Source: an optimization exercise on an open RTL-to-GDS flow (aim: small area and a short achievable clock period). Production flows keep margins and buffers that such runs may drop. In this exercise RTL edits were held to simulation tests only and were not proved equivalent to the original. The clock port is modelled as an ideal driver, which makes a skipped or thinned clock tree look cheaper than it is; a real chip needs a root buffer or a tree. Power and IR drop assume default switching activity.

$ cat flow/design.v
module vg_fa(input a, input b, input c, output s, output co);
  assign s  = a ^ b ^ c;
  assign co = (a & b) | (c & (a ^ b));
endmodule
module vg_ha(input a, input b, output s, output co);
  assign s  = a ^ b;
  assign co = a & b;
endmodule
module vg_mul17(input [9:0] z, output [7:0] p);
  logic [13:5] c;
  assign c[5] = z[4] & z[0];
  assign c[6] = (z[5] & z[1]) | (c[5] & (z[5] | z[1]));
  genvar i;
  for (i = 6; i <= 9; i++) begin : f
    vg_fa fa (.a(z[i]), .b(z[i-4]), .c(c[i]), .s(p[i-6]), .co(c[i+1]));
  end
  for (i = 10; i <= 12; i++) begin : h
    vg_ha ha (.a(z[i-4]), .b(c[i]), .s(p[i-6]), .co(c[i+1]));
  end
  assign p[7] = z[9] ^ c[13];
endmodule
module vg_pix(
  input  [8:0]  u,
  input  [7:0]  y,
  output [10:0] zl,
  output [10:0] zm,
  output [7:0]  lf,
  output [7:0]  mf,
  output [7:0]  s
);
  logic [10:0] a3;
  logic [10:2] c;
  assign a3[0] = u[0];
  vg_ha a3h (.a(u[1]), .b(u[0]), .s(a3[1]), .co(c[2]));
  genvar i;
  for (i = 2; i <= 8; i++) begin : a3f
    vg_fa fa (.a(u[i]), .b(u[i-1]), .c(c[i]), .s(a3[i]), .co(c[i+1]));
  end
  assign a3[9]  = c[9];
  assign a3[10] = u[8];
  logic [10:2] k;
  assign zl[0] = a3[0];
  vg_ha zlh (.a(y[0]), .b(a3[1]), .s(zl[1]), .co(k[2]));
  for (i = 2; i <= 8; i++) begin : zlf
    vg_fa fa (.a(y[i-1]), .b(a3[i]), .c(k[i]), .s(zl[i]), .co(k[i+1]));
  end
  logic k10;
  vg_ha zlh9 (.a(a3[9]), .b(k[9]), .s(zl[9]), .co(k10));
  assign zl[10] = a3[10] ^ k10;
  logic [10:0] na3;
  assign na3 = ~a3;
  logic [10:1] j;
  assign zm[0] = a3[0];
  assign j[1]  = na3[0];
  for (i = 1; i <= 8; i++) begin : zmf
    vg_fa fa (.a(y[i-1]), .b(na3[i]), .c(j[i]), .s(zm[i]), .co(j[i+1]));
  end
  logic j10;
  vg_ha zmh9 (.a(na3[9]), .b(j[9]), .s(zm[9]), .co(j10));
  assign zm[10] = na3[10] ^ j10;
  logic [7:0] l, m;
  vg_mul17 ml17 (.z(zl[9:0]), .p(l));
  vg_mul17 mm17 (.z(zm[9:0]), .p(m));
  assign lf = {l[7], l[6:4] | {3{zl[10]}}, l[3:2] & ~{2{zl[10]}}, l[1:0]};
  assign mf = {m[7], m[6:4] | {3{zm[10]}}, m[3:2] & ~{2{zm[10]}}, m[1:0]};
  logic [7:1] q;
  vg_ha sh (.a(lf[0]), .b(mf[0]), .s(s[0]), .co(q[1]));
  for (i = 1; i <= 6; i++) begin : sf
    vg_fa fa (.a(lf[i]), .b(mf[i]), .c(q[i]), .s(s[i]), .co(q[i+1]));
  end
  logic q8;
  vg_fa sf7 (.a(lf[7]), .b(mf[7]), .c(q[7]), .s(s[7]), .co(q8));
endmodule
module vg_inc(
  input  [9:0] uc,
  input  [9:0] yc,
  input        u_wrap,
  output [9:0] ui,
  output [9:0] yi,
  output       c5
);
  logic [10:1] c;
  assign ui[0] = ~uc[0];
  assign c[1]  = uc[0];
  genvar i;
  for (i = 1; i <= 8; i++) begin : uh
    vg_ha ha (.a(uc[i]), .b(c[i]), .s(ui[i]), .co(c[i+1]));
  end
  assign ui[9] = uc[9] ^ c[9];
  assign c5 = c[5];
  logic [10:1] d;
  vg_ha yh0 (.a(yc[0]), .b(u_wrap), .s(yi[0]), .co(d[1]));
  for (i = 1; i <= 8; i++) begin : yh
    vg_ha ha (.a(yc[i]), .b(d[i]), .s(yi[i]), .co(d[i+1]));
  end
  assign yi[9] = yc[9] ^ d[9];
endmodule
module vg_ctl(
  input  [9:0]  uc,
  input  [9:0]  yc,
  input         c5,       
  input  [10:0] zl,
  input  [10:0] zm,
  output        u_wrap,   
  output        w2,       
  output        intri,
  output        hs_n,
  output        vs_n,
  output        de_n
);
  logic y_wrap, de_h, de_v, y_ok, u_ok;
  assign u_wrap = c5 & uc[6] & uc[7] & uc[8] & !uc[9];
  assign y_wrap = !yc[9] & yc[8] & yc[7] & yc[6] & yc[5] & yc[4] & yc[3];
  assign w2     = u_wrap & y_wrap;
  assign de_h   = uc[9] | !uc[8] | (!uc[7] & !uc[6]);                       
  assign de_v   = yc[9] | !yc[8] | (!yc[7] & !yc[6]) | (!yc[7] & !yc[5])
                | (!yc[7] & !yc[4] & !yc[3]);                              
  assign hs_n   = !uc[9] & uc[8] & ((uc[7] & !uc[6] & !(uc[5] & uc[4] & uc[3]))
                                    | (uc[6] & uc[5] & (uc[4] | uc[3])));  
  assign vs_n   = (!yc[9] & yc[8] & yc[7] & !(yc[6] & yc[5]))
                | (yc[8] & !yc[7] & yc[6] & yc[5] & yc[4] & yc[3] & yc[2]);  
  assign y_ok   = !yc[8] & !(yc[7] & yc[6] & yc[5] & yc[4] & (yc[3] | yc[2] | yc[1] | yc[0]));  
  assign u_ok   = uc[9] | !uc[8];                                          
  assign de_n   = de_h & de_v;
  assign intri  = y_ok & u_ok & (!zl[10] | (&zl)) & (!zm[10] | (&zm));
endmodule
module videogen(
  input clk,
  input resetn,
  output logic [23:0] data,
  output logic hsync,
  output logic vsync,
  output logic data_en
);
  logic [9:0]  uc, yc, ui, yi;
  logic [10:0] zl, zm;
  logic [7:0]  lf, mf, s;
  logic        c5, u_wrap, w2, intri, hs_n, vs_n, de_n;
  vg_pix pix (.u(uc[8:0]), .y(yc[7:0]), .zl(zl), .zm(zm), .lf(lf), .mf(mf), .s(s));
  vg_inc inc (.uc(uc), .yc(yc), .u_wrap(u_wrap), .ui(ui), .yi(yi), .c5(c5));
  vg_ctl ctl (.uc(uc), .yc(yc), .c5(c5), .zl(zl), .zm(zm), .u_wrap(u_wrap), .w2(w2),
              .intri(intri), .hs_n(hs_n), .vs_n(vs_n), .de_n(de_n));
  logic en;
  assign en = resetn & intri;
  always_ff @(posedge clk) begin
    if (!resetn) begin
      uc <= 10'd705;   
      yc <= 10'd904;   
    end else begin
      uc <= u_wrap ? 10'd704 : ui;
      yc <= w2 ? 10'd904 : yi;
    end
  end
  always_ff @(posedge clk) begin
    data    <= {24{en}} & {~s, mf, lf};
    hsync   <= resetn & hs_n;
    vsync   <= resetn & vs_n;
    data_en <= !resetn | de_n;
  end
endmodule
$ cat flow/run.sh
#!/bin/bash
# synth_recipe.tcl (not shown) runs the flow's synth.tcl, then flattens the netlist and writes it again
# the make line also repeats each setting of config.mk as NAME=value (left out here)
make -C /OpenROAD-flow-scripts/flow DESIGN_CONFIG=/design/flow/config.mk WORK_HOME=/design/flow/orfs CLKGATE_MAP_FILE= SYNTH_SCRIPT=/design/flow/synth_recipe.tcl finish
$ cat flow/constraint.sdc
create_clock -name core_clock -period 40.0 [get_ports {clk}]
set_input_delay 8.0000 -clock core_clock [delete_from_list [all_inputs] [get_ports {clk}]]
set_output_delay 8.0000 -clock core_clock [all_outputs]
set_load 0.01 [all_outputs]
$ cat flow/config.mk
export PLATFORM = sky130hd
export DESIGN_NAME = videogen
export DESIGN_NICKNAME = videogen
export VERILOG_FILES = /design/flow/design.v
export SDC_FILE = /design/flow/constraint.sdc
export NUM_CORES = 4
export LEC_CHECK = 0
export CAP_MARGIN = 20
export CORE_MARGIN = 2
export CORE_UTILIZATION = 40
export SLEW_MARGIN = 20
export SYNTH_HIERARCHICAL = 1
export SYNTH_MINIMUM_KEEP_SIZE = 0
==> notes.md, run 1 <==
status - no timing/DRC/antenna violations
Total Power - 0.0000990 W
Final nets - 330
final core occ - 47.5%
fraction of final layout cells with drive strength greater than 1 - 4.94%
Pre-antenna DRT Iters - 4
Num CTS Buffers - 5
Die Span Y - 87.3 um
Routed WL - 4510 um
required time of the worst setup path - 40.23 ns
io pins - 29
Seq/Total Area, Yosys - 33.9%
largest net degree at the start of global routing - 24
num rows - 30
root buf cell - clkbuf_8
Vias - 1618
WP data arrival - 9.41 ns
number of global-route vias before repair - 1746
Die ar. - 7610 sq um
DRT iter0 DRCs - 71
clock latency on the worst-skew pair - 0.30 ns
initial antenna violation count - 0
pin slew with the least headroom to its limit - 0.655 ns
worst vdd ir - 11.4 uV
H-tree level count - 2
Slew Viols, Final - 0
core area - 6760 sq um
Area after DPL - 3120 sq um
Sum Neg Setup Slack - 0 ns
Worst Skew - 0.0101 ns
peak fanout along the critical path - 23
crit end category - flop
Synth Warn # - 7
GPL Wtd Cong - 0.815
P_leak - 1.43 nW
grt total ovfl - 0
Maximum Capacitance Violations - 0
number of diodes - 0
unrepaired setup endpoints after global routing - no
top cell type's share of synthesized area - 33.9%
chip width - 87.3 um
leading post-synthesis cells by cell area - dfxtp_1, fa_1, ha_1
CTS tree - yes
fin crit share - 23.0%
setup bufs post-CTS - 0
Final Hold Slack - 0.566 ns
WL/cell - 13.1 um
min-delay worst type - reg2reg
Max Root-Sink Buffers - 2
global-route wire length before repair - 8180 um
CTS clk-pin slew, worst paths - 0.08 ns
power per cell area - 30.9 nW/um^2
fill cell count - 646
IO Port Bufs - 28
Tmin final - 9.19 ns
Setup CP Type - in2reg
Fin. Hold Viols - 0
clock sink count - 47
Mapped Nets - 300
startpoint types - primary input
Fmax achieved - 109 MHz
final instance area - 3210 sq um
Gate Count Post-Synth - 233
Slew HR - 56.2%
Seq cells post-synth - 47
placed wire-length estimate - 3650 um
syn avg cell area - 11.9 sq um
overall global routing resource usage - 13.9%
Initial Util - 41.0%
vias per inst - 4.72
Cell variety after synth - 31
PostCTS Resize Cnt - 0
post-synth top area cell - dfxtp_1
Setup violations, final - 0
DRC viols - 0
Mapped Area - 2770 sq um
area grow syn2layout - 15.7%
post-route ant nets - 0
Hold Buf Count CTS - 0
-- final timing paths --
check        cells past startpoint       end  slack, ns   start
max reg2reg                     19  data[23]      32.47   uc[0]
max                              3  data[23]      30.81  resetn
min                              2     uc[9]       0.57   uc[9]
min reg2reg                      2     uc[9]       0.57   uc[9]
-- Yosys stat by module, one instance, submodules excluded --
module / cells / area (sq um) / flops+latches / times used
vg_ha: 1 / 12.5 / 0 / 28
vg_mul17: 4 / 23.8 / 0 / 2
vg_fa: 1 / 20.0 / 0 / 37
videogen: 101 / 1260 / 47 / 1
vg_ctl: 30 / 199 / 0 / 1
vg_pix: 26 / 155 / 0 / 1
vg_inc: 3 / 21.3 / 0 / 1
-- through the flow --
stage	std cells	setup slack (ns)
2_1_floorplan	233	31.58
3_3_place_gp	336	30.51
3_5_place_dp	336	30.46
4_1_cts	343	30.77
5_1_grt	343	30.66
6_report	343	30.81
-- routing by layer --
layer | routed length [um] | track usage, % | vias to the layer above | share of wire (%)
li1 | - | - | 824 | -
met1 | 2120 | 18.1 | 762 | 47
met2 | 2180 | 22.9 | 27 | 48
met3 | 149 | 3.41 | 5 | 3.3
met4 | 57 | 4.20 | 0 | 1.3
met5 | 0 | 0 | - | 0
-- layout by cell type, fill, tap and decap left out, types with 4 or more instances in the layout --
cell,n
clkdlybuf4s50_1,28
and2_1,18
inv_1,14
nor2_1,14
clkbuf_8,6
fa_1,37
nand2_1,4
ha_1,28
xor2_1,4
dfxtp_1,47
nand4_1,5
nand2b_1,15
and3_1,16
-- Yosys cell counts, drive strengths merged --
cell    number
a21boi       1
a21oi        2
a31oi        2
and2        18
and2b        2
and3        17
and4         1
and4b        1
buf          5
dfxtp       47
fa          37
ha          28
inv         14
mux2i        1
nand2        4
nand2b      15
nand3        2
nand3b       2
nand4        5
nor2        14
nor2b        2
o211ai       1
o21ai        2
o311a        1
o31ai        2
o41ai        1
xnor2        1
xor2         5
-- cell families (layout without fill, tap and decap cells) --
kind of cell             Yosys count  after routing  synth area share (%)
AND/OR/NAND/NOR                   83             83                  17.6
AO/OA/AOI/OAI                     12             12                  3.20
buffers and inverters             19             49                  3.07
multiplexers                       1              1                 0.361
adder cells (fa/ha/maj)           65             65                  39.4
flip-flops                        47             47                  33.9
XOR/XNOR                           6              6                  2.44
-- worst max-delay path: stages --
cell and delay [ns]:
clkdlybuf4s50_1 0.89, nand2_1 0.34, nor2_1 0.18
-- power by group --
| group | switching, W | total [W] | internal (W) | leakage (nW) |
|---|---|---|---|---|
| combinational | 0.0000120 | 0.0000226 | 0.0000106 | 1.00 |
| clock | 0.0000151 | 0.0000287 | 0.0000136 | 0.0470 |
| sequential | 0.000000614 | 0.0000477 | 0.0000471 | 0.380 |
| total | 0.0000277 | 0.0000990 | 0.0000713 | 1.43 |
-- cell type report --
type,count,area [sq um],area share (%)
clock buffers,6,82.6,2.57
clock inverters,1,5.00,0.156
inverters,14,52.6,1.64
multi-input cells,167,1750,54.4
flip-flops and latches,47,941,29.3
well taps,80,100,3.12
repair buffers,28,280,8.74
-- registers in the layout, summed over array words and instances, names as in the netlist --
register,cells
data_en,1
yc,10
data,24
vsync,1
uc,10
hsync,1
==> run 2: changes to the inputs <==
==> flow/flow/run.sh (new file) <==
#!/bin/bash
# The standard layout, with plain buf_1 cells as the port buffers instead of
# the delay buffers ORFS picks by default. Each step's log stays under orfs/logs;
# make's own output goes to flow_make.log.
set -euo pipefail
bash standard.sh "BUFFER_PORTS_ARGS=-buffer_cell sky130_fd_sc_hd__buf_1" finish > flow_make.log 2>&1
==> flow/standard.sh (new file) <==
#!/bin/bash
# synth_recipe.tcl (not shown) runs the flow's synth.tcl, then flattens the netlist and writes it again
# the make line also repeats each setting of config.mk as NAME=value (left out here)
make -C /OpenROAD-flow-scripts/flow DESIGN_CONFIG=/design/flow/config.mk WORK_HOME=/design/flow/orfs CLKGATE_MAP_FILE= SYNTH_SCRIPT=/design/flow/synth_recipe.tcl "${@:-finish}"
removed: flow/run.sh
==> run 2 against run 1 <==
- cell count is 0.58% higher
- register-to-register slack got worse by 0.08 ns
- combinational power about the same
- clock skew grew 0.0032 ns
- utilization down 2.0 points
- critical path type is now reg2out
- global-route usage down 0.26 points
- die area unchanged
- still clean on timing, DRC and antenna
==> notes.md, run 2 <==
status - no timing/DRC/antenna violations
global-route wire length before repair - 8110 um (-0.84%)
commonest cells after routing, fill and taps aside - dfxtp_1, fa_1, ha_1, buf_1, and2_1
IO Port Bufs - 28 (unchanged)
switching power - 0.0000283 W (+2.1%)
CTS tree - yes
Tmin final - 8.76 ns (-0.425 ns)
leading post-synthesis cells by cell area - dfxtp_1, fa_1, ha_1
Cell variety after synth - 31 (unchanged)
Slew HR - 71.9% (+16 points)
Worst Skew - 0.0133 ns (+0.00323 ns)
GRT Max-Usage Layer - met2
Slew Viols, Final - 0 (unchanged)
Sum Neg Setup Slack - 0 ns (unchanged)
reg-to-reg startpoint - uc[0]
core area - 6760 sq um (unchanged)
PostCTS Resize Cnt - 0 (unchanged)
P_leak - 1.38 nW (-3.1%)
number of global-route vias before repair - 1714 (-1.8%)
initial antenna violation count - 0 (unchanged)
clock latency on the worst-skew pair - 0.30 ns (about the same)
Total Power - 0.000106 W (+7.4%)
Comb pwr share - 21.6% (-1.2 points)
met3 usage - 2.84% (-0.57 points)
number of diodes - 0 (unchanged)
Synth Flop Type - dfxtp_1
grt total ovfl - 0 (unchanged)
Num CTS Buffers - 5 (unchanged)
Worst Setup EP - hsync
Mapped Area - 2770 sq um (unchanged)
worst vdd ir - 17.8 uV (+56%)
Mapped Nets - 300 (unchanged)
Maximum Capacitance Violations - 0 (unchanged)
Setup violations, final - 0 (unchanged)
max incr delay on CP - 0.32 ns (-0.57 ns)
placed wire-length estimate - 3760 um (+2.9%)
post-synth top area cell - dfxtp_1
most common cell after layout, fill and taps aside - dfxtp_1
clock sink count - 47 (unchanged)
switch share - 26.6% (-1.4 points)
Seq cells post-synth - 47 (unchanged)
WHS Path Cells - 2 (unchanged)
Hold Buf Count CTS - 0 (unchanged)
Setup CP Type - reg2out
max FFs per register - 24 (unchanged)
root buf cell - clkbuf_8
largest reg by FF count - data
area grow syn2layout - 10.7%
Pre-antenna DRT Iters - 4 (unchanged)
syn avg cell area - 11.9 sq um (unchanged)
Flop pwr share - 44.9% (-3.3 points)
fin crit share - 21.9% (-1.1 points)
Die Span Y - 87.3 um (unchanged)
Seq/Total Area, Yosys - 33.9% (unchanged)
GPL Wtd Cong - 0.729 (-11%)
DRT iter0 DRCs - 117 (+65%)
setup bufs post-CTS - 0 (unchanged)
num rows - 30 (unchanged)
Largest regs - data x24, uc x10, yc x10
Routed WL - 4620 um (+2.4%)
worst-case reg-to-reg path depth - 19 (unchanged)
io pins - 29 (unchanged)
r2r endpoint - data[23]
top cell type's share of synthesized area - 33.9% (unchanged)
Fmax achieved - 114 MHz (+4.9%)
Final nets - 331 (+0.30%)
r2r setup slk - 32.39 ns (-0.08 ns)
CTS clk-pin slew, worst paths - 0.08 ns (about the same)
power per cell area - 34.6 nW/um^2 (+12%)
min-delay worst type - reg2reg
crit-path cells - buf_1
clock power share - 33.5% (+4.5 points)
required time of the worst setup path - 32.00 ns (-8.23 ns)
Die ar. - 7610 sq um (unchanged)
H-tree level count - 2 (unchanged)
startpoint types - flop
unrepaired setup endpoints after global routing - no
chip width - 87.3 um (unchanged)
Gate Count Post-Synth - 233 (unchanged)
Final Hold Slack - 0.558 ns (-0.00724 ns)
Vias - 1644 (+1.6%)
top cells by count, synth - dfxtp_1, fa_1, ha_1, and2_1, and3_1
DRC viols - 0 (unchanged)
overall global routing resource usage - 13.6% (-0.26 points)
Synth Warn # - 7 (unchanged)
CP startpoint - hsync
crit-path leading delay family - flip-flops
critical path buffer and inverter count - 1 (unchanged)
Crit path depth - 1 (-2)
WP data arrival - 0.76 ns (-8.65 ns)
GR Util met2 - 23.9% (+1.0 points)
FFs w/ async S/R, synth - 0% (unchanged)
vias per inst - 4.77 (+1.0%)
met1 GRT Util - 17.3% (-0.80 points)
Critical-path top delay cell - dfxtp_1
Max Root-Sink Buffers - 2 (unchanged)
WL/cell - 13.4 um (+1.8%)
Pint - 0.0000780 W (+9.4%)
fill cell count - 687 (+6.3%)
Initial Util - 41.0% (unchanged)
Fin. Hold Viols - 0 (unchanged)
peak fanout along the critical path - 1 (-96%)
pin slew with the least headroom to its limit - 0.421 ns (-0.235 ns)
Post-synth EDFFs - 0 (unchanged)
post-route ant nets - 0 (unchanged)
largest net degree at the start of global routing - 24 (unchanged)
crit end category - primary output
top-count cell post-synth - dfxtp_1
fraction of final layout cells with drive strength greater than 1 - 5.66% (+0.72 points)
## run 2: cell count changes in the layout (fill, tap and decap cells not counted)
cell             previous run  this run
buf_1                       0        28
bufinv_16                   0         1
clkdlybuf4s50_1            28         0
buf_4                       0         1
## run 2: cell families after synthesis
family | share of synthesized area [%]
AND/OR/NAND/NOR | 17.6
multiplexers | 0.361
AO/OA/AOI/OAI | 3.20
adder cells (fa/ha/maj) | 39.4
buffers and inverters | 3.07
flip-flops | 33.9
XOR/XNOR | 2.44
## run 2: power groups by stage
stage                     Sequential (W)  Combinational, W  Clock [W]
after global routing           0.0000479         0.0000267  0.0000386
after CTS                      0.0000478         0.0000229  0.0000368
after detailed placement       0.0000489         0.0000227          0
after floorplan                0.0000487         0.0000182          0
after global placement         0.0000489         0.0000221          0
final                          0.0000478         0.0000229  0.0000356
## run 2: layout make-up
| cell class | instances | area (sq um) | area share (%) |
|---|---|---|---|
| Tap cell | 80 | 100 | 3.26 |
| Clock inverter | 2 | 35.0 | 1.14 |
| Timing Repair Buffer | 29 | 113 | 3.67 |
| Multi-Input combinational cell | 167 | 1750 | 56.9 |
| Inverter | 14 | 52.6 | 1.71 |
| Clock buffer | 6 | 82.6 | 2.69 |
| Sequential cell | 47 | 941 | 30.6 |
## run 2: worst min-delay path by stage
stage | endpoint | startpoint
after floorplan | uc[9] | uc[9]
after global placement | uc[9] | uc[9]
after detailed placement | uc[9] | uc[9]
after CTS | uc[9] | uc[9]
after global routing | uc[9] | uc[9]
final | uc[9] | uc[9]
## run 2: tightest hold or removal path, stage by stage, from the launching register on
cell	delay [ns]
dfxtp_1	0.33
xor2_1	0.11
nand2b_1	0.10
## run 2: through the flow
stage | util [%] | setup slack [ns] | instances | cell area, sq um
4_1_cts | 45.4 | 31.23 | 345 | 3070
2_1_floorplan | - | 31.58 | 233 | 2770
6_report | 45.4 | 31.24 | 345 | 3070
3_5_place_dp | 43.7 | 31.21 | 337 | 2950
3_3_place_gp | 43.7 | 31.23 | 337 | 2950
5_1_grt | 45.4 | 31.19 | 345 | 3070
## run 2: routing by layer
layer,share of wire [%],up-vias
met5,0,-
met4,0.65,0
met3,3.5,5
met2,50,33
met1,46,775
li1,-,831
## run 2: per-module statistics from Yosys (local to each module, per instance)
module,copies in the design,cells
vg_inc,1,3
videogen,1,101
vg_mul17,2,4
vg_ctl,1,30
vg_pix,1,26
vg_ha,28,1
vg_fa,37,1
==> run 3: changes to the inputs <==
==> flow/flow/run.sh (replaced) <==
#!/bin/bash
# The standard layout with three changes in how it is made:
#  - after the standard synthesis, combinational cells are swapped for the
#    smallest drive strength of the same function (flow/downsize.tcl);
#  - plain buf_1 cells as the port buffers instead of the delay buffers ORFS
#    picks by default;
#  - clock tree synthesis without dummy loads.
# Each tool's output goes to a log of its own here; ORFS's step logs stay
# under orfs/logs.
set -euo pipefail
bash standard.sh synth > flow_synth.log 2>&1
RESULTS=$PWD/orfs/results/$FLOW_PLATFORM/videogen/base \
  openroad -no_init -exit flow/downsize.tcl > flow_downsize.log 2>&1
bash standard.sh \
  "BUFFER_PORTS_ARGS=-buffer_cell sky130_fd_sc_hd__buf_1" \
  "CTS_ARGS=-sink_clustering_enable -repair_clock_nets -dont_use_dummy_load" \
  finish > flow_make.log 2>&1
==> flow/flow/downsize.tcl (new file) <==
# Swap each combinational cell of the synthesized netlist for the smallest
# cell of the same function (same name but for the drive strength suffix;
# the platform's don't-use cells all have other names).
# Registers and the adder cells are left as synthesis made them. Timing has a
# large margin at the design's clock; the later repair steps of the standard
# flow upsize or buffer wherever slew or capacitance calls for it.
set odb $::env(RESULTS)/1_synth.odb
read_db $odb
set db [ord::get_db]
set block [ord::get_db_block]
set masters {}
foreach lib [$db getLibs] {
  foreach m [$lib getMasters] { dict set masters [$m getName] $m }
}
proc area {m} { expr {double([$m getWidth]) * [$m getHeight]} }
set swapped 0
foreach inst [$block getInsts] {
  set m [$inst getMaster]
  set name [$m getName]
  if {![regexp {^(sky130_fd_sc_hd__[a-z0-9]+)_([0-9]+)$} $name -> base drive]} continue
  if {[string match "*df*" $base] || [string match "*__fa" $base] || [string match "*__ha" $base]
      || [string match "*clk*" $base] || [string match "*conb*" $base]} continue
  set best $m
  foreach d {0 1 2 4} {
    set cand "${base}_$d"
    if {![dict exists $masters $cand]} continue
    set cm [dict get $masters $cand]
    if {[area $cm] < [area $best]} { set best $cm }
  }
  if {$best ne $m} {
    puts "swap [$inst getName] $name -> [$best getName]"
    $inst swapMaster $best
    incr swapped
  }
}
puts "swapped $swapped cells"
write_db $odb
==> run 3 against run 2 <==
- hold slack improved by 0.021 ns
- utilization decreased by 0.65 points
- combinational power decreased by 2%
- non-clock buffer count unchanged
- flip-flop and latch count unchanged
- critical path depth unchanged
- global-route usage increased by 0.31 points
- clock skew increased by 0.0029 ns
- routed wire length decreased by 0.37%
- cell count decreased by 0.87%
- critical endpoint unchanged
- largest power group unchanged
- highest routed layer unchanged
==> notes.md, run 3 <==
status - no timing/DRC/antenna violations
peak fanout along the critical path - 1 (unchanged)
chip width - 86.6 um (-0.73%)
Critical-path top delay cell - dfxtp_1
vias per inst - 4.87 (+2.2%)
Mapped Area - 2730 sq um (-1.5%)
fill cell count - 648 (-5.7%)
power per cell area - 32.1 nW/um^2 (-7.4%)
area grow syn2layout - 9.62%
reg-to-reg startpoint - uc[0]
pin slew with the least headroom to its limit - 0.457 ns (+0.0360 ns)
startpoint types - flop
Tmin final - 8.77 ns (+0.00520 ns)
core area - 6680 sq um (-1.1%)
io pins - 29 (unchanged)
hold path start - uc[9]
crit-path leading delay family - flip-flops
Max Root-Sink Buffers - 2 (unchanged)
PostCTS Resize Cnt - 0 (unchanged)
most common cell after layout, fill and taps aside - dfxtp_1
Routed WL - 4600 um (-0.37%)
Pre-antenna DRT Iters - 4 (unchanged)
global-route wire length before repair - 8070 um (-0.51%)
crit end category - primary output
Worst Skew - 0.0162 ns (+0.00288 ns)
Setup CP Type - reg2out
grt total ovfl - 0 (unchanged)
placed wire-length estimate - 3720 um (-1.0%)
post-route ant nets - 0 (unchanged)
worst vdd ir - 11.1 uV (-38%)
root buf cell - clkbuf_8
CP startpoint - hsync
Slew Viols, Final - 0 (unchanged)
DRT iter0 DRCs - 81 (-31%)
Synth Warn # - 7 (unchanged)
Fmax achieved - 114 MHz (about the same)
CTS clk-pin slew, worst paths - 0.09 ns (about the same)
Fin. Hold Viols - 0 (unchanged)
Initial Util - 40.9% (-0.18 points)
Maximum Capacitance Violations - 0 (unchanged)
P_leak - 1.35 nW (-2.4%)
r2r setup slk - 32.45 ns (+0.06 ns)
clock latency on the worst-skew pair - 0.30 ns (about the same)
Slew HR - 69.4% (-2.5 points)
WL/cell - 13.5 um (+0.51%)
setup bufs post-CTS - 0 (unchanged)
largest net degree at the start of global routing - 24 (unchanged)
num rows - 30 (unchanged)
Gate Count Post-Synth - 233 (unchanged)
DRC viols - 0 (unchanged)
Largest regs - data x24, uc x10, yc x10
critical path buffer and inverter count - 1 (unchanged)
Num CTS Buffers - 5 (unchanged)
Vias - 1665 (+1.3%)
WP data arrival - 0.77 ns (about the same)
fin crit share - 21.9% (about the same)
required time of the worst setup path - 32.00 ns (about the same)
Die Span Y - 86.6 um (-0.73%)
number of global-route vias before repair - 1718 (+0.23%)
final core occ - 44.8% (-0.65 points)
max FFs per register - 24 (unchanged)
largest reg by FF count - data
Sum Neg Setup Slack - 0 ns (unchanged)
Die ar. - 7500 sq um (-1.5%)
GPL Wtd Cong - 0.730 (+0.15%)
Final nets - 331 (unchanged)
Hold Buf Count CTS - 0 (unchanged)
Setup violations, final - 0 (unchanged)
commonest cells after routing, fill and taps aside - dfxtp_1, fa_1, ha_1, buf_1, and2_1
fraction of final layout cells with drive strength greater than 1 - 2.29% (-3.4 points)
min-delay worst type - reg2reg
unrepaired setup endpoints after global routing - no
initial antenna violation count - 0 (unchanged)
H-tree level count - 2 (unchanged)
Mapped Nets - 300 (unchanged)
crit-path cells - buf_1
number of diodes - 0 (unchanged)
CTS tree - yes
clock sink count - 47 (unchanged)
overall global routing resource usage - 13.9% (+0.31 points)
syn avg cell area - 11.7 sq um (-1.5%)
IO Port Bufs - 28 (unchanged)
max incr delay on CP - 0.32 ns (about the same)
## run 3: where the power goes
part | total (W) | internal (W) | leakage [nW] | switching [W]
sequential | 0.0000478 | 0.0000471 | 0.380 | 0.000000630
combinational | 0.0000224 | 0.0000105 | 0.933 | 0.0000119
clock | 0.0000258 | 0.0000113 | 0.0359 | 0.0000145
total | 0.0000960 | 0.0000689 | 1.35 | 0.0000270
## run 3: final timing paths
kind              endpoint  cells past startpoint
hold reg to reg      uc[9]                      2
setup reg to reg  data[23]                     19
setup / recovery     hsync                      1
hold / removal       uc[9]                      2
## run 3: layout make-up
cell class	instances	area [sq um]	share of cell area, %
sequential	47	941	31.4
timing repair buffer	29	113	3.76
tap	80	100	3.34
multi-input combinational	167	1720	57.4
clock buffer	5	68.8	2.30
inverter	14	52.6	1.76
## run 3: per-stage QoR
stage                     hold slack [ns]  cells  power [W]  area (sq um)  setup WS, ns
after CTS                           0.583    342  0.0000973          2990         31.22
after global routing                0.627    342   0.000104          2990         31.19
after floorplan                     0.521    233  0.0000667          2730         31.52
final                               0.580    342  0.0000960          2990         31.23
after global placement              0.540    337  0.0000709          2920         31.16
after detailed placement            0.549    337  0.0000714          2920         31.14
## run 3: routing by layer
metal  global-route usage (%)  up-vias  routed length (um)
li1                         -      830                   -
met1                     17.3      794                2120
met2                     23.8       34                2230
met3                     3.62        7                 183
met4                     4.12        0                  68
met5                        0        -                   0
## run 3: worst register-to-register path: stages (launching register included)
cell and delay, ns:
dfxtp_1 0.41, ha_1 0.24, fa_1 0.52, inv_1 0.07
fa_1 0.42, fa_1 0.40, fa_1 0.40, fa_1 0.40
fa_1 0.41, fa_1 0.40, fa_1 0.56, fa_1 0.48
fa_1 0.42, and2_1 0.17, fa_1 0.42, fa_1 0.40
fa_1 0.39, fa_1 0.40, fa_1 0.49, nor2_1 0.04
==> run 4: changes to the inputs <==
--- a/flow/flow/run.sh
+++ b/flow/flow/run.sh
@@ -13,5 +13,5 @@
   openroad -no_init -exit flow/downsize.tcl > flow_downsize.log 2>&1
 bash standard.sh \
   "BUFFER_PORTS_ARGS=-buffer_cell sky130_fd_sc_hd__buf_1" \
-  "CTS_ARGS=-sink_clustering_enable -repair_clock_nets -dont_use_dummy_load" \
+  "CTS_ARGS=-sink_clustering_enable -repair_clock_nets -dont_use_dummy_load -buf_list sky130_fd_sc_hd__clkbuf_8 -sink_clustering_size 50 -sink_clustering_max_diameter 300" \
   finish > flow_make.log 2>&1
==> run 4 against run 3 <==
- synthesized cell count unchanged
- register-to-register slack about the same
- clock power about the same
- critical endpoint unchanged
- largest power group unchanged
==> notes.md, run 4 <==
Tmin final - 8.77 ns (unchanged)
root buf cell - clkbuf_8
Worst Setup Slack, final - 31.23 ns (unchanged)
initial antenna violation count - 0 (unchanged)
fill cell count - 648 (unchanged)
final instance area - 2990 sq um (unchanged)
io pins - 29 (unchanged)
fraction of final layout cells with drive strength greater than 1 - 2.29% (unchanged)
Hold Buf Count CTS - 0 (unchanged)
post-route ant nets - 0 (unchanged)
pin slew with the least headroom to its limit - 0.457 ns (unchanged)
required time of the worst setup path - 32.00 ns (about the same)
WHS Path Cells - 2 (unchanged)
Slew HR - 69.4% (unchanged)
largest reg by FF count - data
Setup CP Type - reg2out
Initial Util - 40.9% (unchanged)
most common cell after layout, fill and taps aside - dfxtp_1
peak fanout along the critical path - 1 (unchanged)
P_leak - 1.35 nW (unchanged)
Largest regs - data x24, uc x10, yc x10
num rows - 30 (unchanged)
startpoint types - flop
worst vdd ir - 11.1 uV (unchanged)
Maximum Capacitance Violations - 0 (unchanged)
core area - 6680 sq um (unchanged)
max FFs per register - 24 (unchanged)
PostCTS Resize Cnt - 0 (unchanged)
reg-to-reg startpoint - uc[0]
overall global routing resource usage - 13.9% (unchanged)
r2r endpoint - data[23]
global-route wire length before repair - 8070 um (unchanged)
clock sink count - 47 (unchanged)
H-tree level count - 2 (unchanged)
unrepaired setup endpoints after global routing - no
critical path buffer and inverter count - 1 (unchanged)
Slew Viols, Final - 0 (unchanged)
number of global-route vias before repair - 1718 (unchanged)
CTS clk-pin slew, worst paths - 0.09 ns (about the same)
Gate Count Post-Synth - 233 (unchanged)
syn avg cell area - 11.7 sq um (unchanged)
min-delay worst type - reg2reg
Final nets - 331 (unchanged)
commonest cells after routing, fill and taps aside - dfxtp_1, fa_1, ha_1, buf_1, and2_1
area grow syn2layout - 9.62% (unchanged)
Fin. Hold Viols - 0 (unchanged)
clock latency on the worst-skew pair - 0.30 ns (about the same)
Setup violations, final - 0 (unchanged)
Min-Delay Endpoint - uc[9]
Pre-antenna DRT Iters - 4 (unchanged)
Max Root-Sink Buffers - 2 (unchanged)
WL/cell - 13.5 um (unchanged)
crit end category - primary output
worst-case reg-to-reg path depth - 19 (unchanged)
power per cell area - 32.1 nW/um^2 (unchanged)
Fmax achieved - 114 MHz (unchanged)
CTS tree - yes
DRC viols - 0 (unchanged)
DRT iter0 DRCs - 81 (unchanged)
Total Power - 0.0000960 W (unchanged)
placed wire-length estimate - 3720 um (unchanged)
chip width - 86.6 um (unchanged)
fin crit share - 21.9% (unchanged)
crit-path cells - buf_1
Critical-path top delay cell - dfxtp_1
Synth Warn # - 7 (unchanged)
Routed WL - 4600 um (unchanged)
setup bufs post-CTS - 0 (unchanged)
number of diodes - 0 (unchanged)
r2r setup slk - 32.45 ns (about the same)
GPL Wtd Cong - 0.730 (unchanged)
hold path start - uc[9]
WP data arrival - 0.77 ns (about the same)
post-place setup slack - 31.14 ns (unchanged)
vias per inst - 4.87 (unchanged)
Sum Neg Setup Slack - 0 ns (unchanged)
Vias - 1665 (unchanged)
grt total ovfl - 0 (unchanged)
Area after DPL - 2920 sq um (unchanged)
Worst Skew - 0.0162 ns (unchanged)
Num CTS Buffers - 5 (unchanged)
Mapped Nets - 300 (unchanged)
largest net degree at the start of global routing - 24 (unchanged)
Die Span Y - 86.6 um (unchanged)
IO Port Bufs - 28 (unchanged)
max incr delay on CP - 0.32 ns (about the same)
Die ar. - 7500 sq um (unchanged)
Mapped Area - 2730 sq um (unchanged)
crit-path leading delay family - flip-flops
status - no timing/DRC/antenna violations
run 4: cell counts in the layout (fill, tap and decap cells not counted):
Identical to the previous run, type by type.
run 4: how the worst max path moves through the flow:
stage	to	start	slack [ns]	cells after the start
after CTS	hsync	hsync	31.22	1
after global routing	hsync	hsync	31.19	1
final	hsync	hsync	31.23	1
after floorplan	yc[0]	resetn	31.52	2
after global placement	uc[2]	resetn	31.16	4
after detailed placement	yc[4]	resetn	31.14	4
run 4: final cells by class:
class | count | area (sq um) | share of cell area (%)
well taps | 80 | 100 | 3.34
repair buffers | 29 | 113 | 3.76
flip-flops and latches | 47 | 941 | 31.4
clock buffers | 5 | 68.8 | 2.30
inverters | 14 | 52.6 | 1.76
multi-input cells | 167 | 1720 | 57.4
run 4: where the power goes:
part	internal, W	switching, W	leakage [nW]
Sequential	0.0000471	0.000000630	0.380
Combinational	0.0000105	0.0000119	0.933
Clock	0.0000113	0.0000145	0.0359
Total	0.0000689	0.0000270	1.35
run 4: through the flow:
step	cells	hold slack, ns	util, %
after floorplan	233	0.521	-
after global placement	337	0.540	43.8
after detailed placement	337	0.549	43.8
after CTS	342	0.583	44.8
after global routing	342	0.627	44.8
final	342	0.580	44.8
run 4: layer usage:
layer	GRT usage [%]	wire (um)
met1	17.3	2120
met2	23.8	2230
met3	3.62	183
met4	4.12	68
met5	0	0
==> run 5: changes to the inputs <==
==> flow/design.v (replaced) <==
module vg_fa(input a, input b, input c, output s, output co);
  assign s  = a ^ b ^ c;
  assign co = (a & b) | (c & (a ^ b));
endmodule
module vg_ha(input a, input b, output s, output co);
  assign s  = a ^ b;
  assign co = a & b;
endmodule
module vg_mul17(input [9:0] z, output [7:0] p);
  logic [13:5] c;
  assign c[5] = z[4] & z[0];
  assign c[6] = (z[5] & z[1]) | (c[5] & (z[5] | z[1]));
  genvar i;
  for (i = 6; i <= 9; i++) begin : f
    vg_fa fa (.a(z[i]), .b(z[i-4]), .c(c[i]), .s(p[i-6]), .co(c[i+1]));
  end
  for (i = 10; i <= 12; i++) begin : h
    vg_ha ha (.a(z[i-4]), .b(c[i]), .s(p[i-6]), .co(c[i+1]));
  end
  assign p[7] = z[9] ^ c[13];
endmodule
module vg_pix(
  input  [10:0] a,
  input  [7:0]  y,
  output [10:0] zl,
  output [10:0] zm,
  output [7:0]  lf,
  output [7:0]  mf,
  output [7:0]  s
);
  genvar i;
  logic [10:2] k;
  assign zl[0] = a[0];
  vg_ha zlh (.a(y[0]), .b(a[1]), .s(zl[1]), .co(k[2]));
  for (i = 2; i <= 8; i++) begin : zlf
    vg_fa fa (.a(y[i-1]), .b(a[i]), .c(k[i]), .s(zl[i]), .co(k[i+1]));
  end
  logic k10;
  vg_ha zlh9 (.a(a[9]), .b(k[9]), .s(zl[9]), .co(k10));
  assign zl[10] = a[10] ^ k10;
  logic [10:0] na;
  assign na = ~a;
  logic [10:1] j;
  assign zm[0] = a[0];
  assign j[1]  = na[0];
  for (i = 1; i <= 8; i++) begin : zmf
    vg_fa fa (.a(y[i-1]), .b(na[i]), .c(j[i]), .s(zm[i]), .co(j[i+1]));
  end
  logic j10;
  vg_ha zmh9 (.a(na[9]), .b(j[9]), .s(zm[9]), .co(j10));
  assign zm[10] = na[10] ^ j10;
  logic [7:0] l, m;
  vg_mul17 ml17 (.z(zl[9:0]), .p(l));
  vg_mul17 mm17 (.z(zm[9:0]), .p(m));
  assign lf = {l[7], l[6:4] | {3{zl[10]}}, l[3:2] & ~{2{zl[10]}}, l[1:0]};
  assign mf = {m[7], m[6:4] | {3{zm[10]}}, m[3:2] & ~{2{zm[10]}}, m[1:0]};
  logic [7:1] q;
  vg_ha sh (.a(lf[0]), .b(mf[0]), .s(s[0]), .co(q[1]));
  for (i = 1; i <= 6; i++) begin : sf
    vg_fa fa (.a(lf[i]), .b(mf[i]), .c(q[i]), .s(s[i]), .co(q[i+1]));
  end
  logic q8;
  vg_fa sf7 (.a(lf[7]), .b(mf[7]), .c(q[7]), .s(s[7]), .co(q8));
endmodule
module vg_inc(
  input  [10:0] ac,
  input  [9:0]  yc,
  input         u_wrap,
  output [10:0] ai,
  output [9:0]  yi
);
  genvar i;
  logic [10:2] c;
  assign ai[0] = ~ac[0];
  assign ai[1] = ~(ac[1] ^ ac[0]);
  assign c[2]  = ac[1] | ac[0];
  for (i = 2; i <= 9; i++) begin : ah
    vg_ha ha (.a(ac[i]), .b(c[i]), .s(ai[i]), .co(c[i+1]));
  end
  assign ai[10] = ac[10] ^ c[10];
  logic [10:1] d;
  vg_ha yh0 (.a(yc[0]), .b(u_wrap), .s(yi[0]), .co(d[1]));
  for (i = 1; i <= 8; i++) begin : yh
    vg_ha ha (.a(yc[i]), .b(d[i]), .s(yi[i]), .co(d[i+1]));
  end
  assign yi[9] = yc[9] ^ d[9];
endmodule
module vg_ctl(
  input  [10:0] ac,
  input  [9:0]  yc,
  input         hf,       
  input         hsync,    
  input  [10:0] zl,
  input  [10:0] zm,
  output        u_wrap,   
  output        w2,       
  output        hf_n,     
  output        intri,
  output        hs_n,
  output        vs_n,
  output        de_n
);
  logic e319, e479, e360, e440, y_wrap, de_v, y_ok;
  assign e319   = !ac[10] & ac[9] & ac[8] & ac[7] & ac[5] & ac[3] & ac[2] & !ac[1];  
  assign e479   = !ac[9] & ac[8] & ac[7] & ac[3] & ac[2] & !ac[1];                  
  assign e360   = !ac[8] & ac[5] & ac[4] & ac[3];                                   
  assign e440   = ac[8] & ac[5] & ac[3];                                            
  assign u_wrap = !hf & e479;
  assign hf_n   = hf ? !e319 : e479;
  assign hs_n   = hsync ? !e440 : (!hf & e360);
  assign y_wrap = !yc[9] & yc[8] & yc[7] & yc[6] & yc[5] & yc[4] & yc[3];          
  assign w2     = u_wrap & y_wrap;
  assign de_v   = yc[9] | !yc[8] | (!yc[7] & !yc[6]) | (!yc[7] & !yc[5])
                | (!yc[7] & !yc[4] & !yc[3]);                                      
  assign vs_n   = (!yc[9] & yc[8] & yc[7] & !(yc[6] & yc[5]))
                | (yc[8] & !yc[7] & yc[6] & yc[5] & yc[4] & yc[3] & yc[2]);       
  assign y_ok   = !yc[8] & !(yc[7] & yc[6] & yc[5] & yc[4] & (yc[3] | yc[2] | yc[1] | yc[0]));  
  assign de_n   = hf & de_v;
  assign intri  = y_ok & (!zl[10] | (&zl)) & (!zm[10] | (&zm));
endmodule
module videogen(
  input clk,
  input resetn,
  output logic [23:0] data,
  output logic hsync,
  output logic vsync,
  output logic data_en
);
  logic [10:0] ac, ai;
  logic [9:0]  yc, yi;
  logic        hf;
  logic [10:0] zl, zm;
  logic [7:0]  lf, mf, s;
  logic        u_wrap, w2, hf_n, intri, hs_n, vs_n, de_n;
  vg_pix pix (.a(ac), .y(yc[7:0]), .zl(zl), .zm(zm), .lf(lf), .mf(mf), .s(s));
  vg_inc inc (.ac(ac), .yc(yc), .u_wrap(u_wrap), .ai(ai), .yi(yi));
  vg_ctl ctl (.ac(ac), .yc(yc), .hf(hf), .hsync(hsync), .zl(zl), .zm(zm),
              .u_wrap(u_wrap), .w2(w2), .hf_n(hf_n), .intri(intri),
              .hs_n(hs_n), .vs_n(vs_n), .de_n(de_n));
  logic en;
  assign en = resetn & intri;
  always_ff @(posedge clk) begin
    if (!resetn) begin
      ac <= 11'd1091;   
      yc <= 10'd904;    
      hf <= 1'b1;
    end else begin
      ac <= u_wrap ? 11'd1088 : ai;   
      yc <= w2 ? 10'd904 : yi;
      hf <= hf_n;
    end
  end
  always_ff @(posedge clk) begin
    data    <= {24{en}} & {~s, mf, lf};
    hsync   <= resetn & hs_n;
    vsync   <= resetn & vs_n;
    data_en <= !resetn | de_n;
  end
endmodule
--- a/flow/flow/run.sh
+++ b/flow/flow/run.sh
@@ -13,5 +13,5 @@
   openroad -no_init -exit flow/downsize.tcl > flow_downsize.log 2>&1
 bash standard.sh \
   "BUFFER_PORTS_ARGS=-buffer_cell sky130_fd_sc_hd__buf_1" \
-  "CTS_ARGS=-sink_clustering_enable -repair_clock_nets -dont_use_dummy_load -buf_list sky130_fd_sc_hd__clkbuf_8 -sink_clustering_size 50 -sink_clustering_max_diameter 300" \
+  "CTS_ARGS=-sink_clustering_enable -repair_clock_nets -dont_use_dummy_load -buf_list sky130_fd_sc_hd__clkbuf_16 -sink_clustering_size 50 -sink_clustering_max_diameter 500" \
   finish > flow_make.log 2>&1
==> run 5 against run 4 <==
- still clean on timing, DRC and antenna
- power up 3.1%
- register-to-register slack better by 0.36 ns
- clock skew down 0.0068 ns
- global-route usage up 0.20 points
- critical path depth unchanged
- clock power up 46%
- routed wire length down 1.6%
- non-clock buffer count unchanged
- highest routed layer unchanged
==> notes.md, run 5 <==
root buf cell - clkbuf_16
crit-path cells - buf_1
crit-path leading delay family - flip-flops
number of global-route vias before repair - 1724 (+0.35%)
commonest cells after routing, fill and taps aside - dfxtp_1, fa_1, ha_1, buf_1, inv_1
final instance area - 2970 sq um (-0.67%)
fin crit share - 22.0% (+0.037 points)
overall global routing resource usage - 14.1% (+0.20 points)
area occupied by multi-input gates - 1580 sq um (-7.9%)
io pins - 29 (unchanged)
min-delay worst type - reg2reg
DRT iter0 DRCs - 46 (-43%)
Sum Neg Setup Slack - 0 ns (unchanged)
WP data arrival - 0.78 ns (about the same)
WL/cell - 13.3 um (-1.3%)
largest net degree at the start of global routing - 26 (+8.3%)
syn avg cell area - 11.3 sq um (-3.4%)
worst vdd ir - 18.7 uV (+69%)
Mapped Nets - 295 (-1.7%)
area grow syn2layout - 11.8%
Fmax achieved - 114 MHz (-0.17%)
fraction of final layout cells with drive strength greater than 1 - 2.27% (-0.017 points)
Vias - 1653 (-0.72%)
crit end category - primary output
Flop pwr share - 50.8% (+1.0 points)
Synth Warn # - 7 (unchanged)
setup bufs post-CTS - 0 (unchanged)
r2r setup slk - 32.81 ns (+0.36 ns)
Area after DPL - 2850 sq um (-2.6%)
global-route wire length before repair - 7960 um (-1.5%)
Critical-path top delay cell - dfxtp_1
startpoint types - flop
grt total ovfl - 0 (unchanged)
chip width - 85.6 um (-1.2%)
clock latency on the worst-skew pair - 0.28 ns (-0.02 ns)
num rows - 29 (-3.3%)
CTS clk-pin slew, worst paths - 0.06 ns (-0.03 ns)
Total Power - 0.0000990 W (+3.1%)
Final Hold Slack - 0.581 ns (+0.00105 ns)
pin slew with the least headroom to its limit - 0.844 ns (+0.388 ns)
P_leak - 1.35 nW (+0.31%)
vias per inst - 4.85 (-0.43%)
max incr delay on CP - 0.35 ns (+0.03 ns)
initial antenna violation count - 0 (unchanged)
status - no timing/DRC/antenna violations
Setup CP Type - reg2out
clock power share - 38.0% (+11 points)
core area - 6390 sq um (-4.4%)
DRC viols - 0 (unchanged)
power per cell area - 33.3 nW/um^2 (+3.8%)
Largest regs - data x24, ac x11, yc x10
Mapped Area - 2660 sq um (-2.6%)
Pre-antenna DRT Iters - 4 (unchanged)
unrepaired setup endpoints after global routing - no
H-tree level count - 2 (unchanged)
Fin. Hold Viols - 0 (unchanged)
Pint - 0.0000765 W (+11%)
required time of the worst setup path - 32.00 ns (about the same)
most common cell after layout, fill and taps aside - dfxtp_1
Reg area - 981 sq um (+4.3%)
Num CTS Buffers - 5 (unchanged)
switch share - 22.7% (-5.5 points)
Worst Setup Slack, final - 31.22 ns (-0.0148 ns)
GPL Wtd Cong - 0.909 (+24%)
largest reg by FF count - data
Worst Skew - 0.00933 ns (-0.00683 ns)
number of diodes - 0 (unchanged)
switching power - 0.0000225 W (-17%)
IO Port Bufs - 28 (unchanged)
post-place setup slack - 31.13 ns (-0.00770 ns)
Hold Buf Count CTS - 0 (unchanged)
Comb pwr share - 11.2% (-12 points)
clock sink count - 49 (+4.3%)
Slew Viols, Final - 0 (unchanged)
fill cell count - 617 (-4.8%)
Die Span Y - 85.6 um (-1.2%)
CTS tree - yes
Routed WL - 4530 um (-1.6%)
peak fanout along the critical path - 2 (+1)
critical path buffer and inverter count - 1 (unchanged)
Setup violations, final - 0 (unchanged)
Initial Util - 41.7% (+0.79 points)
Tmin final - 8.78 ns (+0.0148 ns)
post-route ant nets - 0 (unchanged)
max FFs per register - 24 (unchanged)
Die ar. - 7320 sq um (-2.4%)
Slew HR - 43.2% (-26 points)
PostCTS Resize Cnt - 0 (unchanged)
Max Root-Sink Buffers - 2 (unchanged)
Final nets - 326 (-1.5%)
placed wire-length estimate - 3650 um (-1.9%)
Maximum Capacitance Violations - 0 (unchanged)
Gate Count Post-Synth - 235 (+0.86%)
## run 5: area by class of cell
cell class              count  area share, %
clock buffers               5           4.21
inverters                  20           2.53
multi-input cells         161           53.2
flip-flops and latches     49           33.0
well taps                  77           3.24
repair buffers             29           3.79
## run 5: path summary, 6_finish.rpt
check             end  depth (start not counted)  start
max reg2reg  data[23]                         18  ac[0]
max             hsync                          1  hsync
min reg2reg     yc[9]                          2  yc[9]
min             yc[9]                          2  yc[9]
## run 5: power groups by stage
stage                     clock network (W)  registers (W)   logic (W)
after floorplan                           0      0.0000511  0.00000873
after global placement                    0      0.0000514   0.0000110
after detailed placement                  0      0.0000514   0.0000111
after CTS                         0.0000392      0.0000503   0.0000112
after global routing              0.0000406      0.0000504   0.0000131
final                             0.0000376      0.0000503   0.0000111
## run 5: through the flow
stage | utilization, % | instances
after CTS | 46.6 | 341
after floorplan | - | 235
after global placement | 44.6 | 336
after global routing | 46.6 | 341
after detailed placement | 44.6 | 336
final | 46.6 | 341
## run 5: routing by layer
layer	wire length, um	global-route usage, %	part of all wire, %	vias to the layer above
met5	0	0	0	-
li1	-	-	-	833
met2	2180	23.4	48	30
met1	2120	17.3	47	785
met4	70	6.49	1.5	0
met3	163	3.75	3.6	5
==> run 6: changes to the inputs <==
--- a/flow/flow/run.sh
+++ b/flow/flow/run.sh
@@ -13,5 +13,5 @@
   openroad -no_init -exit flow/downsize.tcl > flow_downsize.log 2>&1
 bash standard.sh \
   "BUFFER_PORTS_ARGS=-buffer_cell sky130_fd_sc_hd__buf_1" \
-  "CTS_ARGS=-sink_clustering_enable -repair_clock_nets -dont_use_dummy_load -buf_list sky130_fd_sc_hd__clkbuf_16 -sink_clustering_size 50 -sink_clustering_max_diameter 500" \
+  "CTS_ARGS=-sink_clustering_enable -repair_clock_nets -dont_use_dummy_load" \
   finish > flow_make.log 2>&1
==> run 6 against run 5 <==
- still clean on timing, DRC and antenna
- combinational power hardly changed
- hold slack better by 0.0044 ns
- setup slack got worse by 0.0063 ns
- register-to-register slack hardly changed
- power decreased by 12%
- critical path type unchanged
==> notes.md, run 6 <==
CTS clk-pin slew, worst paths - 0.08 ns (+0.02 ns)
area grow syn2layout - 9.64%
setup bufs post-CTS - 0 (unchanged)
Pre-antenna DRT Iters - 4 (unchanged)
required time of the worst setup path - 32.00 ns (about the same)
most common cell after layout, fill and taps aside - dfxtp_1
critical path buffer and inverter count - 1 (unchanged)
largest net degree at the start of global routing - 26 (unchanged)
pin slew with the least headroom to its limit - 0.803 ns (-0.0416 ns)
Routed WL - 4520 um (-0.20%)
Min-Delay Endpoint - yc[9]
unrepaired setup endpoints after global routing - no
r2r setup slk - 32.82 ns (about the same)
CTS tree - yes
number of global-route vias before repair - 1727 (+0.17%)
syn avg cell area - 11.3 sq um (unchanged)
crit end category - primary output
fin crit share - 22.0% (about the same)
Mapped Nets - 295 (unchanged)
Reg area - 981 sq um (unchanged)
num rows - 29 (unchanged)
Final nets - 326 (unchanged)
Initial Util - 41.7% (unchanged)
Tmin final - 8.79 ns (+0.00630 ns)
clock sink count - 49 (unchanged)
Die Span Y - 85.6 um (unchanged)
Worst Skew - 0.0133 ns (+0.00398 ns)
WL/cell - 13.3 um (-0.20%)
Die ar. - 7320 sq um (unchanged)
overall global routing resource usage - 13.8% (-0.35 points)
Setup violations, final - 0 (unchanged)
grt total ovfl - 0 (unchanged)
IO Port Bufs - 28 (unchanged)
worst vdd ir - 16.3 uV (-13%)
clock latency on the worst-skew pair - 0.29 ns (about the same)
chip width - 85.6 um (unchanged)
power per cell area - 29.9 nW/um^2 (-10%)
Final Hold Slack - 0.585 ns (+0.00439 ns)
Maximum Capacitance Violations - 0 (unchanged)
io pins - 29 (unchanged)
Setup CP Type - reg2out
worst-case reg-to-reg path depth - 18 (unchanged)
root buf cell - clkbuf_8
GPL Wtd Cong - 0.909 (unchanged)
Sum Neg Setup Slack - 0 ns (unchanged)
P_leak - 1.33 nW (-1.9%)
Synth Warn # - 7 (unchanged)
Max Root-Sink Buffers - 2 (unchanged)
initial antenna violation count - 0 (unchanged)
Largest regs - data x24, ac x11, yc x10
reg-to-reg startpoint - ac[0]
Fmax achieved - 114 MHz (about the same)
DRC viols - 0 (unchanged)
r2r endpoint - data[23]
global-route wire length before repair - 7880 um (-0.96%)
peak fanout along the critical path - 2 (unchanged)
Num CTS Buffers - 5 (unchanged)
Slew HR - 46.0% (+2.8 points)
number of diodes - 0 (unchanged)
core area - 6390 sq um (unchanged)
crit-path leading delay family - flip-flops
hold path start - yc[9]
startpoint types - flop
H-tree level count - 2 (unchanged)
commonest cells after routing, fill and taps aside - dfxtp_1, fa_1, ha_1, buf_1, inv_1
max FFs per register - 24 (unchanged)
Fin. Hold Viols - 0 (unchanged)
Hold Buf Count CTS - 0 (unchanged)
PostCTS Resize Cnt - 0 (unchanged)
crit-path cells - buf_1
DRT iter0 DRCs - 60 (+30%)
status - no timing/DRC/antenna violations
Gate Count Post-Synth - 235 (unchanged)
vias per inst - 4.88 (+0.67%)
largest reg by FF count - data
placed wire-length estimate - 3650 um (unchanged)
area occupied by multi-input gates - 1580 sq um (unchanged)
Slew Viols, Final - 0 (unchanged)
WP data arrival - 0.79 ns (about the same)
fraction of final layout cells with drive strength greater than 1 - 2.27% (unchanged)
Vias - 1664 (+0.67%)
Mapped Area - 2660 sq um (unchanged)
min-delay worst type - reg2reg
Critical-path top delay cell - dfxtp_1
WHS Path Cells - 2 (unchanged)
max incr delay on CP - 0.35 ns (about the same)
fill cell count - 623 (+0.97%)
post-route ant nets - 0 (unchanged)
run 6: power by group:
group,internal [W],switching [W]
Combinational,0.00000504,0.00000598
Clock,0.0000113,0.0000146
Sequential,0.0000493,0.000000896
run 6: through the flow:
stage | total power (W) | worst slack [ns] | instance area, sq um | utilization (%) | cells
final | 0.0000871 | 31.21 | 2920 | 45.7 | 341
after global routing | 0.0000919 | 31.17 | 2920 | 45.7 | 341
after CTS | 0.0000886 | 31.20 | 2920 | 45.7 | 341
after detailed placement | 0.0000625 | 31.13 | 2850 | 44.6 | 336
after global placement | 0.0000624 | 31.15 | 2850 | 44.6 | 336
after floorplan | 0.0000598 | 31.52 | 2660 | - | 235
run 6: final cells by class:
class / instances / share of cell area [%]
Timing Repair Buffer: 29 / 3.86
Sequential cell: 49 / 33.6
Multi-Input combinational cell: 161 / 54.3
Inverter: 20 / 2.57
Clock buffer: 5 / 2.36
Tap cell: 77 / 3.30
run 6: worst max path at each step:
| stage | from | depth (start not counted) | endpoint | slack (ns) |
|---|---|---|---|---|
| global placement | resetn | 4 | yc[0] | 31.15 |
| finish | hsync | 1 | hsync | 31.21 |
| detailed placement | resetn | 4 | yc[1] | 31.13 |
| floorplan | resetn | 2 | yc[0] | 31.52 |
| CTS | hsync | 1 | hsync | 31.20 |
| global route | hsync | 1 | hsync | 31.17 |
run 6: per-layer routing:
metal	vias to the layer above	track usage [%]	share of wire, %
met2	33	23.2	47
met3	10	2.79	3.9
met4	0	6.06	1.8
met5	-	0	0
li1	833	-	-
met1	788	17.2	47
==> run 7: changes to the inputs <==
--- a/flow/flow/run.sh
+++ b/flow/flow/run.sh
@@ -14,4 +14,5 @@
 bash standard.sh \
   "BUFFER_PORTS_ARGS=-buffer_cell sky130_fd_sc_hd__buf_1" \
   "CTS_ARGS=-sink_clustering_enable -repair_clock_nets -dont_use_dummy_load" \
+  "POST_CTS_TCL=$PWD/flow/post_cts.tcl" \
   finish > flow_make.log 2>&1
==> flow/flow/post_cts.tcl (new file) <==
set block [ord::get_db_block]
set db [ord::get_db]
set clk_net [[$block findBTerm clk] getNet]
set roots {}
foreach it [$clk_net getITerms] {
  if {[$it isInputSignal]} { lappend roots [$it getInst] }
}
if {[llength $roots] != 1} { error "post_cts: clock port drives [llength $roots] cells" }
set root [lindex $roots 0]
proc out_net {inst} {
  foreach it [$inst getITerms] {
    if {[$it isOutputSignal]} { return [$it getNet] }
  }
  return ""
}
set root_out [out_net $root]
set leaves {}
foreach it [$root_out getITerms] {
  if {![$it isInputSignal]} continue
  set leaf [$it getInst]
  if {![string match "sky130_fd_sc_hd__clkbuf_*" [[$leaf getMaster] getName]]} {
    error "post_cts: root buffer drives [$leaf getName], not a clock buffer"
  }
  lappend leaves $it
}
if {[llength $leaves] > 4} { error "post_cts: [llength $leaves] leaf buffers" }
foreach it $leaves {
  $it disconnect
  $it connect $clk_net
}
puts "post_cts: removed [$root getName]; the clock port now drives [llength $leaves] leaf buffers"
odb::dbInst_destroy $root
odb::dbNet_destroy $root_out
detailed_placement
check_placement -verbose
estimate_parasitics -placement
report_clock_skew
==> run 7 against run 6 <==
- still clean
- synthesized cell count unchanged
- synthesized area unchanged
- clock power decreased by 16%
- fmax increased by 1.1%
- combinational power about the same
- power decreased by 4.9%
- register-to-register slack about the same
- critical path depth increased by 3
- clock-buffer cell count decreased by 1
- largest cell class unchanged
- largest power group unchanged
- highest routed layer unchanged
==> notes.md, run 7 <==
status - no timing/DRC/antenna violations
Slew Viols, Final - 0 (unchanged)
Total Power - 0.0000829 W (-4.9%)
syn avg cell area - 11.3 sq um (unchanged)
r2r setup slk - 32.81 ns (about the same)
Tmin final - 8.69 ns (-0.0986 ns)
largest net degree at the start of global routing - 26 (unchanged)
Mapped Nets - 295 (unchanged)
Final Hold Slack - 0.585 ns (-0.000244 ns)
Die ar. - 7320 sq um (unchanged)
Setup CP Type - in2reg
fraction of final layout cells with drive strength greater than 1 - 1.90% (-0.37 points)
num rows - 29 (unchanged)
Initial Util - 41.7% (unchanged)
clock sink count - 49 (unchanged)
Largest regs - data x24, ac x11, yc x10
Worst Skew - 0.0134 ns (+0.0000912 ns)
peak fanout along the critical path - 25 (+23)
Setup violations, final - 0 (unchanged)
worst vdd ir - 16.3 uV (-0.13%)
most common cell after layout, fill and taps aside - dfxtp_1
largest reg by FF count - data
Gate Count Post-Synth - 235 (unchanged)
Routed WL - 4490 um (-0.75%)
grt total ovfl - 0 (unchanged)
pin slew with the least headroom to its limit - 0.792 ns (-0.0108 ns)
r2r endpoint - data[23]
crit end category - flop
required time of the worst setup path - 40.09 ns (+8.09 ns)
Worst Setup Slack, final - 31.31 ns (+0.0986 ns)
Sum Neg Setup Slack - 0 ns (unchanged)
Mapped Area - 2660 sq um (unchanged)
vias per inst - 4.89 (+0.17%)
Post-Place Cells - 336 (unchanged)
io pins - 29 (unchanged)
chip width - 85.6 um (unchanged)
placed wire-length estimate - 3650 um (unchanged)
DRT iter0 DRCs - 47 (-22%)
Vias - 1662 (-0.12%)
Synth Warn # - 7 (unchanged)
max FFs per register - 24 (unchanged)
clock latency on the worst-skew pair - 0.15 ns (-0.14 ns)
WP data arrival - 8.78 ns (+7.99 ns)
power per cell area - 28.6 nW/um^2 (-4.4%)
P_leak - 1.32 nW (-0.54%)
initial antenna violation count - 0 (unchanged)
fin crit share - 21.7% (-0.25 points)
Die Span Y - 85.6 um (unchanged)
WHS Path Cells - 2 (unchanged)
Fin. Hold Viols - 0 (unchanged)
Min-Delay Endpoint - yc[9]
min-delay worst type - reg2reg
WL/cell - 13.2 um (-0.46%)
Final nets - 325 (-0.31%)
global-route wire length before repair - 7850 um (-0.43%)
core area - 6390 sq um (unchanged)
unrepaired setup endpoints after global routing - no
reg-to-reg startpoint - ac[0]
number of global-route vias before repair - 1708 (-1.1%)
Pre-antenna DRT Iters - 4 (unchanged)
number of diodes - 0 (unchanged)
Slew HR - 46.7% (+0.72 points)
overall global routing resource usage - 13.6% (-0.18 points)
area grow syn2layout - 9.12%
post-place setup slack - 31.13 ns (unchanged)
commonest cells after routing, fill and taps aside - dfxtp_1, fa_1, ha_1, buf_1, inv_1
Fmax achieved - 115 MHz (+1.1%)
post-route ant nets - 0 (unchanged)
CTS clk-pin slew, worst paths - 0.08 ns (about the same)
DRC viols - 0 (unchanged)
worst-case reg-to-reg path depth - 18 (unchanged)
GPL Wtd Cong - 0.909 (unchanged)
hold path start - yc[9]
startpoint types - primary input
IO Port Bufs - 28 (unchanged)
Maximum Capacitance Violations - 0 (unchanged)
Post-Layout Cell Count - 340 (-0.29%)
[run 7: layer usage]
metal | GRT usage, % | vias to the layer above | routed length (um)
li1 | - | 830 | -
met1 | 17.2 | 792 | 2100
met2 | 23.2 | 32 | 2140
met3 | 2.50 | 8 | 166
met4 | 5.19 | 0 | 77
met5 | 0 | - | 0
[run 7: how the worst max path moves through the flow]
stage               slack (ns)    end  depth (start not counted)    from
global route             31.23  yc[7]                          4  resetn
global placement         31.15  yc[0]                          4  resetn
finish                   31.31  yc[5]                          4  resetn
floorplan                31.52  yc[0]                          2  resetn
detailed placement       31.13  yc[1]                          4  resetn
[run 7: power breakdown]
| group | switching, W | internal, W |
|---|---|---|
| combinational | 0.00000598 | 0.00000504 |
| clock | 0.0000125 | 0.00000918 |
| sequential | 0.000000896 | 0.0000493 |
| total | 0.0000194 | 0.0000635 |
[run 7: layout make-up]
type / instances / area, sq um
tap: 77 / 96.3
multi-input combinational: 161 / 1580
inverter: 20 / 75.1
timing repair buffer: 29 / 113
clock buffer: 4 / 55.1
sequential: 49 / 981
fill: 625 / 3480
[run 7: critical path, cell delays in order]
cell and delay, ns:
buf_1 0.07, buf_4 0.22, and2b_1 0.32, and2_1 0.16
[run 7: metrics by stage]
stage | cell area, sq um | utilization, %
after floorplan | 2660 | -
after global placement | 2850 | 44.6
after detailed placement | 2850 | 44.6
after global routing | 2900 | 45.5
final | 2900 | 45.5

-- separate check: timing with driven ports --
The results above use ideal ports. As a check the final layouts listed here were re-extracted and re-timed, cells and wires unchanged.
Step 1, drivers: a clkbuf_16 drives clk and a buf_2 each remaining input, both assumed.
Step 2 adds t to the input delays and takes it off the output delays; t is the mean of the earliest and latest rising clock arrival at the registers after step 1. Input paths then give back, and output paths get back, about the clock's delay inside the block.
Slacks: ideal / step 1 / step 2; pairs: ideal / step 1.
| run | t (ns) | setup slack, ns | worst register clock-pin slew, ns |
|---|---|---|---|
| run 1 | 0.326 | 30.814 / 30.821 / 30.495 | 0.09 / 0.09 |
| run 2 | 0.319 | 31.239 / 31.214 / 31.214 | 0.09 / 0.09 |
| run 3 | 0.324 | 31.234 / 31.205 / 31.160 | 0.09 / 0.09 |
| run 4 | 0.324 | 31.234 / 31.205 / 31.160 | 0.09 / 0.09 |
| run 5 | 0.313 | 31.219 / 31.186 / 31.150 | 0.06 / 0.06 |
| run 6 | 0.316 | 31.213 / 31.184 / 31.145 | 0.09 / 0.09 |
| run 7 | 0.194 | 31.311 / 31.306 / 31.143 | 0.09 / 0.09 |
After both steps every run listed still meets setup and hold. For run 1, which loses most, drivers alone change the setup slack by +0.007 ns; drivers and shift together by -0.319 ns.
